This is an optimization exercise on Yosys and OpenROAD, whose aim is small area, not a production implementation.
The RTL was checked by simulation tests, not by an equivalence proof against the original design.
Power and IR drop assume default switching activity.

--- design/flow/design.v ---
module Pong_Top (input i_Clk, input i_Rst, input i_Switch_2, input i_Switch_1, input i_Switch_3, input i_Switch_4,
   output o_VGA_HSync,
   output o_VGA_VSync,
   output o_VGA_Red_0,
   output o_VGA_Red_1,
   output o_VGA_Red_2,
   output o_VGA_Grn_0,
   output o_VGA_Grn_1,
   output o_VGA_Grn_2,
   output o_VGA_Blu_0,
   output o_VGA_Blu_1,
   output o_VGA_Blu_2);
wire [3:0] w_raw = {i_Switch_4, i_Switch_3, i_Switch_2, i_Switch_1};
reg  [7:0] r_cnt [0:3];
reg  [3:0] r_sw;      
reg  [3:0] r_prev;    
wire [3:0] w_rise = r_sw & ~r_prev;
genvar g;
generate for (g = 0; g < 4; g = g + 1) begin : db
  always @(posedge i_Clk) begin
    r_prev[g] <= r_sw[g];
    if (i_Rst) begin
      r_sw[g] <= 1'b0;
      r_cnt[g] <= 8'd0;
    end else if (&r_cnt[g]) begin
      r_sw[g] <= w_raw[g];
      r_cnt[g] <= 8'd0;
    end else if (w_raw[g] != r_sw[g])
      r_cnt[g] <= r_cnt[g] + 8'd1;
    else
      r_cnt[g] <= 8'd0;
  end
end endgenerate
reg [9:0] r_col;    
reg [4:0] r_rq;     
reg [4:0] r_rr;     
wire w_col_end = r_col[9] & r_col[8] & r_col[5];               
wire w_row_end = r_rq[4] & r_rq[0] & (&r_rr[3:0]);              
wire w_rr_end  = r_rr[4] & r_rr[3] & r_rr[2] & r_rr[0];         
always @(posedge i_Clk) begin
  if (i_Rst) begin
    r_col <= 10'd0;
    r_rq <= 5'd0;
    r_rr <= 5'd0;
  end else if (!w_col_end)
    r_col <= r_col + 10'd1;
  else begin
    r_col <= 10'd0;
    if (w_row_end) begin
      r_rq <= 5'd0;
      r_rr <= 5'd0;
    end else if (w_rr_end) begin
      r_rq <= r_rq + 5'd1;
      r_rr <= 5'd0;
    end else
      r_rr <= r_rr + 5'd1;
  end
end
reg r_vsync;
always @(posedge i_Clk)
  r_vsync <= i_Rst | ~(r_rq == 5'd16 && r_rr >= 5'd10 && r_rr <= 5'd12);    
assign o_VGA_HSync = ~(r_col >= 10'd659 && r_col <= 10'd749);
assign o_VGA_VSync = r_vsync;
reg [3:0] r_kl, r_kr;    
always @(posedge i_Clk) begin
  if (i_Rst)
    r_kl <= 4'd8;
  else if (w_rise[0])
    r_kl <= (r_kl == 4'd1) ? 4'd15 : r_kl - 4'd1;
  else if (w_rise[1])
    r_kl <= (r_kl == 4'd15) ? 4'd1 : r_kl + 4'd1;
end
always @(posedge i_Clk) begin
  if (i_Rst)
    r_kr <= 4'd8;
  else if (w_rise[3])
    r_kr <= (r_kr == 4'd15) ? 4'd1 : r_kr + 4'd1;
  else if (w_rise[2])
    r_kr <= (r_kr == 4'd1) ? 4'd15 : r_kr - 4'd1;
end
localparam S_START = 2'd0, S_RIGHT = 2'd1, S_LEFT = 2'd2, S_OUT = 2'd3;
reg [1:0] r_state;
reg       r_vmove;     
reg       r_vdir;      
reg [4:0] r_bq;        
reg [4:0] r_br;        
reg [9:0] r_bc;        
reg [4:0] r_div;
wire w_step = (r_div == 5'd15);
always @(posedge i_Clk) begin
  if (i_Rst)
    r_div <= 5'd0;
  else
    r_div <= r_div + 5'd1;
end
wire w_at_right = r_bc[9] & r_bc[6] & r_bc[5] & r_bc[4] & r_bc[0];    
wire w_at_left  = ~|r_bc[9:4];                                      
wire w_at_delay = (&r_bc[9:4]) & (&r_bc[2:0]);                       
wire [3:0] w_k = r_state[0] ? r_kr : r_kl;
wire w_q_eq = (r_bq == {1'b0, w_k});
wire w_q_lo = (r_bq + 5'd1 == {1'b0, w_k});
wire w_q_hi = (r_bq == {1'b0, w_k} + 5'd1);
wire w_r0   = (r_br == 5'd0);
wire w_hit  = w_q_eq | w_q_lo | (w_q_hi & w_r0);
wire w_same = w_q_eq & w_r0;
wire w_down = (w_q_eq & ~w_r0) | (w_q_hi & w_r0);
wire w_top = (r_bq == 5'd0) && (r_br == 5'd5);      
wire w_bot = (r_bq == 5'd15) && (r_br == 5'd24);    
always @(posedge i_Clk) begin
  if (i_Rst) begin
    r_state <= S_OUT;
    r_vmove <= 1'b0;
    r_vdir <= 1'b0;
    r_bq <= 5'd8;
    r_br <= 5'd0;
    r_bc <= 10'd15;
  end else if (w_step) begin
    case (r_state)
      S_START: begin
        r_bq <= 5'd8;
        r_br <= 5'd0;
        r_bc <= 10'd15;
        r_vmove <= 1'b0;
        r_state <= S_RIGHT;
      end
      S_RIGHT, S_LEFT: begin
        if (r_state[0] ? !w_at_right : !w_at_left) begin
          r_bc <= r_state[0] ? r_bc + 10'd1 : r_bc - 10'd1;
          if (r_vmove) begin
            if (r_vdir) begin
              if (w_bot) begin
                r_bq <= 5'd0;
                r_br <= 5'd5;
              end else if (r_br == 5'd29) begin
                r_bq <= r_bq + 5'd1;
                r_br <= 5'd0;
              end else
                r_br <= r_br + 5'd1;
            end else begin
              if (w_top) begin
                r_bq <= 5'd15;
                r_br <= 5'd24;
              end else if (r_br == 5'd0) begin
                r_bq <= r_bq - 5'd1;
                r_br <= 5'd29;
              end else
                r_br <= r_br - 5'd1;
            end
          end
        end else if (w_hit) begin
          r_state <= r_state[0] ? S_LEFT : S_RIGHT;
          r_vmove <= ~w_same;
          r_vdir <= w_down;
        end else begin
          r_state <= S_OUT;
          r_vdir <= r_state[0];
          r_bc <= 10'd15;
        end
      end
      S_OUT: begin
        if (w_at_delay)
          r_state <= S_START;
        else
          r_bc <= r_bc + 10'd1;
      end
    endcase
  end
end
wire w_parked = (r_state == S_OUT) || (r_state == S_START);
wire [9:0] w_bcol = w_parked ? (r_vdir ? 10'd625 : 10'd15) : r_bc;
wire [5:0] w_dr = {1'b0, r_rr} + 6'd32 - {1'b0, r_br};    
wire [4:0] w_dq = r_rq - r_bq;
wire w_ball_row = ((w_dq == 5'd0) && (w_dr >= 6'd28) && (w_dr <= 6'd37)) ||
                  ((w_dq == 5'd1) && (w_dr <= 6'd7)) ||
                  ((w_dq == 5'h1f) && (w_dr >= 6'd58));
wire [10:0] w_dc = {1'b0, r_col} + 11'd4 - {1'b0, w_bcol};
wire w_ball_col = (w_dc <= 11'd9);
wire w_pad_l = (r_col >= 10'd6) && (r_col <= 10'd9) &&
               ((r_rq == {1'b0, r_kl}) || ((r_rq + 5'd1 == {1'b0, r_kl}) && (r_rr != 5'd0)));
wire w_pad_r = (r_col >= 10'd631) && (r_col <= 10'd634) &&
               ((r_rq == {1'b0, r_kr}) || ((r_rq + 5'd1 == {1'b0, r_kr}) && (r_rr != 5'd0)));
reg r_white;
always @(posedge i_Clk)
  r_white <= ~i_Rst & (w_pad_l | w_pad_r | (w_ball_row & w_ball_col));
assign o_VGA_Red_0 = r_white;
assign o_VGA_Red_1 = r_white;
assign o_VGA_Red_2 = r_white;
assign o_VGA_Grn_0 = r_white;
assign o_VGA_Grn_1 = r_white;
assign o_VGA_Grn_2 = r_white;
assign o_VGA_Blu_0 = r_white;
assign o_VGA_Blu_1 = r_white;
assign o_VGA_Blu_2 = r_white;
endmodule
--- design/flow/run.sh ---
#!/bin/bash
# synth_recipe.tcl (not shown) runs the flow's synth.tcl, then flattens the netlist and writes it again
# the make line also repeats each setting of config.mk as NAME=value (left out here)
make -C /OpenROAD-flow-scripts/flow DESIGN_CONFIG=/design/flow/config.mk WORK_HOME=/design/flow/orfs CLKGATE_MAP_FILE= SYNTH_SCRIPT=/design/flow/synth_recipe.tcl finish
--- design/flow/config.mk ---
export PLATFORM = sky130hd
export DESIGN_NAME = Pong_Top
export DESIGN_NICKNAME = Pong_Top
export VERILOG_FILES = /design/flow/design.v
export SDC_FILE = /design/flow/constraint.sdc
export NUM_CORES = 4
export LEC_CHECK = 0
export CAP_MARGIN = 20
export CORE_MARGIN = 2
export CORE_UTILIZATION = 40
export CTS_BUF_LIST = sky130_fd_sc_hd__clkbuf_8
export SLEW_MARGIN = 20
--- design/flow/constraint.sdc ---
create_clock -name core_clock -period 40.0 [get_ports {i_Clk}]
set_input_delay 8.0000 -clock core_clock [delete_from_list [all_inputs] [get_ports {i_Clk}]]
set_output_delay 8.0000 -clock core_clock [all_outputs]
set_load 0.01 [all_outputs]
==> results of run 1 <==
-- worst reg2reg max path, stage by stage, from the launching register on --
cell and delay [ns]:
dfxtp_1 0.89, inv_1 0.16, ha_1 0.36, buf_4 0.28, nor2_1 0.14, a21oi_1 0.24
ha_1 0.28, ha_1 0.35, and3_1 0.19, a221oi_1 0.49, mux2i_1 0.23, o21ai_0 0.10
mux2i_1 0.18, a41o_1 0.18
-- where the power goes --
part / switching (uW) / total, uW / internal (uW)
Clock: 39.9 / 70.6 / 30.7
Combinational: 3.94 / 6.35 / 2.41
Sequential: 1.04 / 100 / 99.4
Total: 44.9 / 177 / 133
-- area by class of cell --
type	count	area share
multi-input cells	688	0.627
flip-flops and latches	99	0.258
well taps	229	0.0373
inverters	52	0.0254
repair buffers	20	0.0241
clock buffers	9	0.0161
clock inverters	7	0.0120
-- cell usage after synthesis (all sizes together), types with 4 or more instances --
master / count
a211oi: 9
a21o: 10
a21oi: 52
a221oi: 7
a22oi: 4
a31oi: 8
and3: 25
buf: 32
clkbuf: 18
dfxtp: 99
ha: 63
inv: 52
mux2i: 23
nand2: 58
nand2b: 9
nand3: 48
nand3b: 7
nand4: 11
nor2: 90
nor2b: 11
nor3: 12
o211ai: 11
o21ai: 48
o311ai: 6
o31ai: 5
o41ai: 4
or2: 7
or3: 8
xnor2: 41
xor2: 38
-- registers in the layout (all words and copies together), names as in the netlist --
register  count
r_cnt        32
r_bc         10
r_col        10
r_bq          5
r_br          5
r_div         5
r_rq          5
r_rr          5
r_kl          4
r_kr          4
r_prev        4
r_sw          4
r_state       2
r_vdir        1
r_vmove       1
r_vsync       1
r_white       1
-- per-stage QoR --
step                      power (uW)  cell area [um2]   util  hold WS, ns  std cells
final                            177             7680  0.429        0.396       1104
after global routing             185             7680  0.429        0.412       1104
after CTS                        180             7680  0.429        0.400       1104
after detailed placement         109             7470  0.417        0.385       1088
after global placement           109             7470  0.417        0.382       1088
after floorplan                  107             7280      -        0.371        889
-- path summary, 6_finish.rpt --
kind,start,endpoint
worst max-delay path,r_col[0],o_VGA_HSync
worst min-delay path,r_sw[1],r_prev[1]
worst max register to register,r_state[0],r_white
worst min register to register,r_sw[1],r_prev[1]
-- per-layer routing --
| layer | up-vias | GRT usage |
|---|---|---|
| li1 | 3137 | - |
| met4 | 0 | 0.0564 |
| met2 | 75 | 0.277 |
| met1 | 2836 | 0.220 |
| met3 | 20 | 0.0235 |
| met5 | - | 0 |
-- logic make-up after synthesis --
logic type | count (synthesis) | synth area share
simple gates | 313 | 0.218
compound gates | 204 | 0.192
buf+inv | 102 | 0.0653
flops | 99 | 0.272
xor+xnor | 80 | 0.0992
fa+ha+maj | 66 | 0.117
mux | 25 | 0.0370
==> summary.md, run 1 <==
| Metric | Value |
|---|---|
| Outcome | timing/DRC/antenna clean |
| Post-CTS setup buffer count | 0 |
| Pre-CTS setup slack | 30.12 ns |
| Synth area leader | dfxtp_1 |
| WHS Path Cells | 0 |
| Clock Skews | approximately 0.010 ns |
| Mapped Area | slightly above 7000 um2 |
| Tmin final | 10.09 ns |
| Number of flops mapped to enable cells by yosys | 0 |
| Ant diodes | 0 |
| Gr ovfl total | 0 |
| Layout cell share with drive strength beyond 1 | 0.0503 |
| Core area | 17900 um2 |
| Post-synthesis cell type count | 84 |
| Detail Route Antenna Nets | 0 |
| Crit path buffers/inverters | 2 |
| Slew margin rel. | 0.430 |
| First-pass GRT wire length | 27.1 mm |
| # clock sinks | 99 |
| Clock Path Buffers | 2 |
| Syn avg cell area | 8.19 um2 |
| Top cell type's share of synthesized area | 0.272 |
| CTS H-Tree Depth | 3 |
| Resized cells post-CTS | 0 |
| Cell with the largest stage delay on the worst path | clkdlybuf4s50_1 |
| CP peak stage delay | 0.56 ns |
| Met3 wire length | 407 um |
| Hold Path Class | register to register |
| CP startpoint kind | register |
| DRT iter0 DRCs | about 380 |
| HPWL Detailed | 11.5 mm |
| Worst-Margin Slew | 0.853 ns |
| Die area | 19300 um2 |
| Syn Nets | 961 |
| Levels on crit path | 6 |
| CTS Hold Bufs | 0 |
| M1 WL | 7.82 mm |
| Max-cap violations | 0 |
| Critical path class | register to output pin |
| Via/cell ratio | 5.50 |
| Io pins | 17 |
| Row cnt | slightly below 50 |
| Part of the cycle the worst path needs | 0.252 |
| Area delta synth->final | 5.61% |
| Reg clk slew, reported paths | about 0.10 ns |
| Cell Chain, Critical Path | inv_1 > ha_1 > nor2_1 > a21oi_1 > o21ai_0 > clkdlybuf4s50_1 |
| Clk Latency, worst-skew pair | 0.39 ns |
| Initial Util | 0.406 |
| CTS tree | done |
| Number of CTS-inserted buffers | 9 |
| Total track usage | 0.166 |
| Routed wl met2 | 7.17 mm |
| Final worst setup slack | 29.91 ns |
| Number of failing hold endpoints at the final stage | 0 |
| Register area | 1980 um2 |
| Crit-path max FO | 6 |
| Leading cell types in the layout, fill and taps excluded | 99 x dfxtp_1, 90 x nor2_1, 63 x ha_1 |
| Multi-input logic area | 4820 um2 |
| Crit path max-delay family | buffers and inverters |
| CP required | 32.00 ns |
| 1st-pass router iterations | 5 |
| Sequential-to-total area share from yosys stat | 0.272 |
| Most common cell after layout, fill and taps aside | dfxtp_1 |
| Filler Cell Count | 1815 |
| Ys Warns | 2 |
| Setup TNS | 0 ns |
| Vias in the first global route | 5704 |
| Average wire per standard cell | 14.2 um |
| CP arrival | 2.09 ns |
| Highest clock rate | 99.2 MHz |
| Nets@finish | between 900 and 1000 |
| Final wirelength | 15.7 mm |
| Routability cong. | 0.817 |
| Async set-reset flop share out of synthesis | 0 |
| Top routing layer used | met4 |
| Initial antenna violation count | 0 |
| RSZ-0062 raised after global routing | false |
| Critical Path End Type | output pin |
| FF-to-FF setup slack | 35.87 ns |
| IO buf count | 16 |
| Worst vdd ir | 0.0000207 V |
| Pin count of the biggest net entering global routing | 46 |
| Yosys reg bits | 99 |
| Vias | 6068 |
| Final max-slew violation count | 0 |
| Synth top area cells | dfxtp_1 27%, ha_1 11%, xnor2_1 4.8%, nor2_1 4.6%, xor2_1 4.6% |
| PwrDens | 23.1 nW/um2 |
| Primary FF master, synth | dfxtp_1 |
| Reg2reg path depth | 13 |
| Floorplan die height | approximately 140 um |
| Post-Synthesis Cells | 889 |
| Final Setup Violations | 0 |
| Leak | 0.00308 uW |
| Die width | roughly 140 um |
| Clock root buffer | clkbuf_8 |
| Residual DRC | 0 |
==> inputs of run 2 (changes only) <==
--- a/design/flow/config.mk
+++ b/design/flow/config.mk
@@ -8,5 +8,4 @@
 export CAP_MARGIN = 20
 export CORE_MARGIN = 2
 export CORE_UTILIZATION = 40
-export CTS_BUF_LIST = sky130_fd_sc_hd__clkbuf_8
 export SLEW_MARGIN = 20
==> run 2 against run 1 <==
Maximum frequency up 0.19%. Clock skew shrank 0.0027 ns. Synthesized area did not move. Global-route usage grew 0.12 points. Synthesized cell count unchanged. Count of clock-buffer cells in the layout did not move. Worst setup slack improved by 0.020 ns. Hold slack worse by 0.0051 ns. Largest power group unchanged.
==> summary.md, run 2 <==
| Metric | Value |
|---|---|
| CTS Hold Bufs | 0 (unchanged) |
| Initial antenna violation count | 0 (unchanged) |
| Highest clock rate | 99.3 MHz (was 99.2 MHz) |
| Area delta synth->final | 7.00% (was 5.61%) |
| Mapped Area | 7280 um2 (unchanged) |
| FF-to-FF setup slack | 35.87 ns (about the same) |
| CP peak stage delay | 0.57 ns (was 0.56 ns) |
| Ys Warns | 2 (unchanged) |
| Hold Path Class | register to register (unchanged) |
| Reg clk slew, reported paths | 0.07 ns (was 0.10 ns) |
| Clock root buffer | clkbuf_16 (was clkbuf_8) |
| Most common cell after layout, fill and taps aside | dfxtp_1 (unchanged) |
| Gr ovfl total | 0 (unchanged) |
| 1st-pass router iterations | 5 (unchanged) |
| Die area | 19300 um2 (unchanged) |
| Critical path class | register to output pin (unchanged) |
| Post-CTS setup buffer count | 0 (unchanged) |
| Vias | 6063 (was 6068) |
| Crit-path max FO | 6 (unchanged) |
| Tmin final | 10.07 ns (was 10.09 ns) |
| Critical Path End Type | output pin (unchanged) |
| Final Setup Violations | 0 (unchanged) |
| Clock Path Buffers | 2 (unchanged) |
| Max-cap violations | 0 (unchanged) |
| Cell with the largest stage delay on the worst path | clkdlybuf4s50_1 (unchanged) |
| Worst-Margin Slew | 0.858 ns (was 0.853 ns) |
| Resized cells post-CTS | 0 (unchanged) |
| Top post-synthesis cells by count | 99 x dfxtp_1, 90 x nor2_1, 63 x ha_1 (unchanged) |
| Filler Cell Count | 1800 (was 1815) |
| Routability cong. | 0.817 (unchanged) |
| Pin count of the biggest net entering global routing | 46 (unchanged) |
| Number of flops mapped to enable cells by yosys | 0 (unchanged) |
| Hold slack | 0.391 ns (was 0.396 ns) |
| Post-layout power | 199 uW (was 177 uW) |
| IO buf count | 16 (unchanged) |
| Post-synthesis cell type count | 84 (unchanged) |
| Crit path buffers/inverters | 2 (unchanged) |
| Top flop regs | r_cnt x32, r_bc x10, r_col x10 (unchanged) |
| Initial Util | 0.406 (unchanged) |
| Ant diodes | 0 (unchanged) |
| Leak | 0.00312 uW (was 0.00308 uW) |
| First-pass GRT wire length | 27.3 mm (was 27.1 mm) |
| Cell Chain, Critical Path | inv_1 > ha_1 > nor2_1 > a21oi_1 > o21ai_0 > clkdlybuf4s50_1 (unchanged) |
| Outcome | timing/DRC/antenna clean (unchanged) |
| Detail Route Antenna Nets | 0 (unchanged) |
| Primary FF master, synth | dfxtp_1 (unchanged) |
| Total track usage | 0.167 (was 0.166) |
| Slew margin rel. | 0.427 (was 0.430) |
| Hold endpoint | r_prev[1] (unchanged) |
| Sequential-to-total area share from yosys stat | 0.272 (unchanged) |
| Reg-to-reg endpoint | r_white (unchanged) |
| Number of CTS-inserted buffers | 9 (unchanged) |
| Reg2reg path depth | 13 (unchanged) |
| CTS H-Tree Depth | 3 (unchanged) |
| Nets@finish | 942 (unchanged) |
| Synth area leader | dfxtp_1 (unchanged) |
| Synth top area cells | dfxtp_1 27%, ha_1 11%, xnor2_1 4.8%, nor2_1 4.6%, xor2_1 4.6% (unchanged) |
| Syn avg cell area | 8.19 um2 (unchanged) |
| Vias in the first global route | 5719 (was 5704) |
| Number of failing hold endpoints at the final stage | 0 (unchanged) |
| CP arrival | 2.07 ns (was 2.09 ns) |
| Post-Synthesis Cells | 889 (unchanged) |
| Row cnt | 49 (unchanged) |
| Yosys reg bits | 99 (unchanged) |
| Io pins | 17 (unchanged) |
| Inst Count DP | 1088 (unchanged) |
| Final non-filler cell total | 1104 (unchanged) |
| Layout cell share with drive strength beyond 1 | 0.0503 (unchanged) |
| HPWL Detailed | 11.5 mm (unchanged) |
| Via/cell ratio | 5.49 (was 5.50) |
| Hold_sp | r_sw[1] (unchanged) |
| Part of the cycle the worst path needs | 0.252 (about the same) |
| Leading cell types in the layout, fill and taps excluded | 99 x dfxtp_1, 90 x nor2_1, 63 x ha_1 (unchanged) |
| Top cell type's share of synthesized area | 0.272 (unchanged) |
| WHS Path Cells | 0 (unchanged) |
| Biggest register | r_cnt (unchanged) |
| Floorplan die height | 139 um (unchanged) |
| RSZ-0062 raised after global routing | false (unchanged) |
| CP required | 32.00 ns (about the same) |
| Most frequent cell after synthesis | dfxtp_1 (unchanged) |
| Async set-reset flop share out of synthesis | 0 (unchanged) |
| Average wire per standard cell | 14.2 um (about the same) |
| DRT iter0 DRCs | 294 (was 375) |
| CTS tree | done (unchanged) |
| Reg2Reg Launch Point | r_state[0] (unchanged) |
| Worst vdd ir | 0.0000251 V (was 0.0000207 V) |
| Crit path max-delay family | buffers and inverters (unchanged) |
| # clock sinks | 99 (unchanged) |
| Multi-input logic area | 4820 um2 (unchanged) |
| Clk Latency, worst-skew pair | 0.36 ns (was 0.39 ns) |
| PwrDens | 25.6 nW/um2 (was 23.1 nW/um2) |
| CP startpoint kind | register (unchanged) |
| Setup TNS | 0 ns (unchanged) |
| Max reg flops | 32 (unchanged) |
| Core area | 17900 um2 (unchanged) |
| Clock Skews | 0.00779 ns (was 0.0105 ns) |
| Final wirelength | 15.7 mm (about the same) |
| Residual DRC | 0 (unchanged) |
| Die width | 139 um (unchanged) |
| Syn Nets | 961 (unchanged) |
| Register area | 1980 um2 (unchanged) |
| Final max-slew violation count | 0 (unchanged) |
run 2: cell counts after synthesis:
No cell type changed its count.
run 2: area by class of cell:
cell class	instances	share of cell area
timing repair buffer	20	0.0238
sequential	99	0.255
clock buffer	9	0.0289
inverter	52	0.0251
multi-input combinational	688	0.619
tap	229	0.0368
clock inverter	7	0.0119
run 2: worst max path at each step:
stage                  start     endpoint  slack [ns]  cells past startpoint
finish              r_col[0]  o_VGA_HSync       29.93                      6
global route        r_col[0]  o_VGA_HSync       29.78                      6
CTS                 r_col[0]  o_VGA_HSync       29.94                      6
detailed placement     i_Rst      r_vsync       30.12                      6
global placement       i_Rst      r_vsync       30.17                      6
floorplan           r_col[0]  o_VGA_HSync       30.88                      5
run 2: stage by stage:
step           utilization  area [um2]  setup WS (ns)
6_report             0.435        7790          29.93
3_3_place_gp         0.417        7470          30.17
4_1_cts              0.435        7790          29.94
3_5_place_dp         0.417        7470          30.12
5_1_grt              0.435        7790          29.78
2_1_floorplan            -        7280          30.88
run 2: kinds of logic (layout without fill, tap and decap cells):
group | Yosys count | after routing | synth area share
flip-flops | 99 | 99 | 0.272
adder cells (fa/ha/maj) | 66 | 66 | 0.117
AND/OR/NAND/NOR | 313 | 313 | 0.218
buffers and inverters | 102 | 88 | 0.0653
AO/OA/AOI/OAI | 204 | 204 | 0.192
multiplexers | 25 | 25 | 0.0370
XOR/XNOR | 80 | 80 | 0.0992
run 2: worst register-to-register path: stages (launching register included):
cell and delay (ns):
dfxtp_1 0.88, inv_1 0.16, ha_1 0.36, buf_4 0.28, nor2_1 0.14, a21oi_1 0.22
ha_1 0.28, ha_1 0.35, a21o_1 0.20, a221oi_1 0.50, mux2i_1 0.23, o21ai_0 0.10
mux2i_1 0.19, a41o_1 0.18
run 2: power by group:
part | internal [uW] | switching [uW]
combinational | 2.41 | 3.96
clock | 50.3 | 42.4
sequential | 99.4 | 1.04
run 2: metal layers:
metal / part of all wire / GRT usage / vias up / routed length, um
li1: - / - / 3145 / -
met1: 0.50 / 0.221 / 2813 / 7780
met2: 0.46 / 0.279 / 84 / 7240
met3: 0.030 / 0.0325 / 21 / 465
met4: 0.013 / 0.0436 / 0 / 212
met5: 0 / 0 / - / 0

port drivers added, routing unchanged:
The flow's constraints put no driver on any port. The routed layouts listed below were extracted and timed again, unchanged, in two steps.
Step 1, drivers: a clkbuf_16 drives i_Clk and a buf_2 each remaining input, both assumed.
Step 2 times the ports against the registers' clock, not the clock port: input delays grow and output delays shrink by t, the midpoint of the rising clock arrivals with the driver on.
Slacks: no drivers / after step 1 / after step 2; pairs: no drivers / after step 1.
| run | t, ns | setup WS [ns] | latest minus earliest clock arrival (ns) | slew at the worst register clock pin (ns) |
|---|---|---|---|---|
| run 1 | 0.421 | 29.915 / 29.876 / 30.104 | 0.012 / 0.011 | 0.11 / 0.11 |
| run 2 | 0.395 | 29.934 / 29.893 / 30.090 | 0.008 / 0.009 | 0.08 / 0.08 |
After both steps every run listed still meets setup and hold.
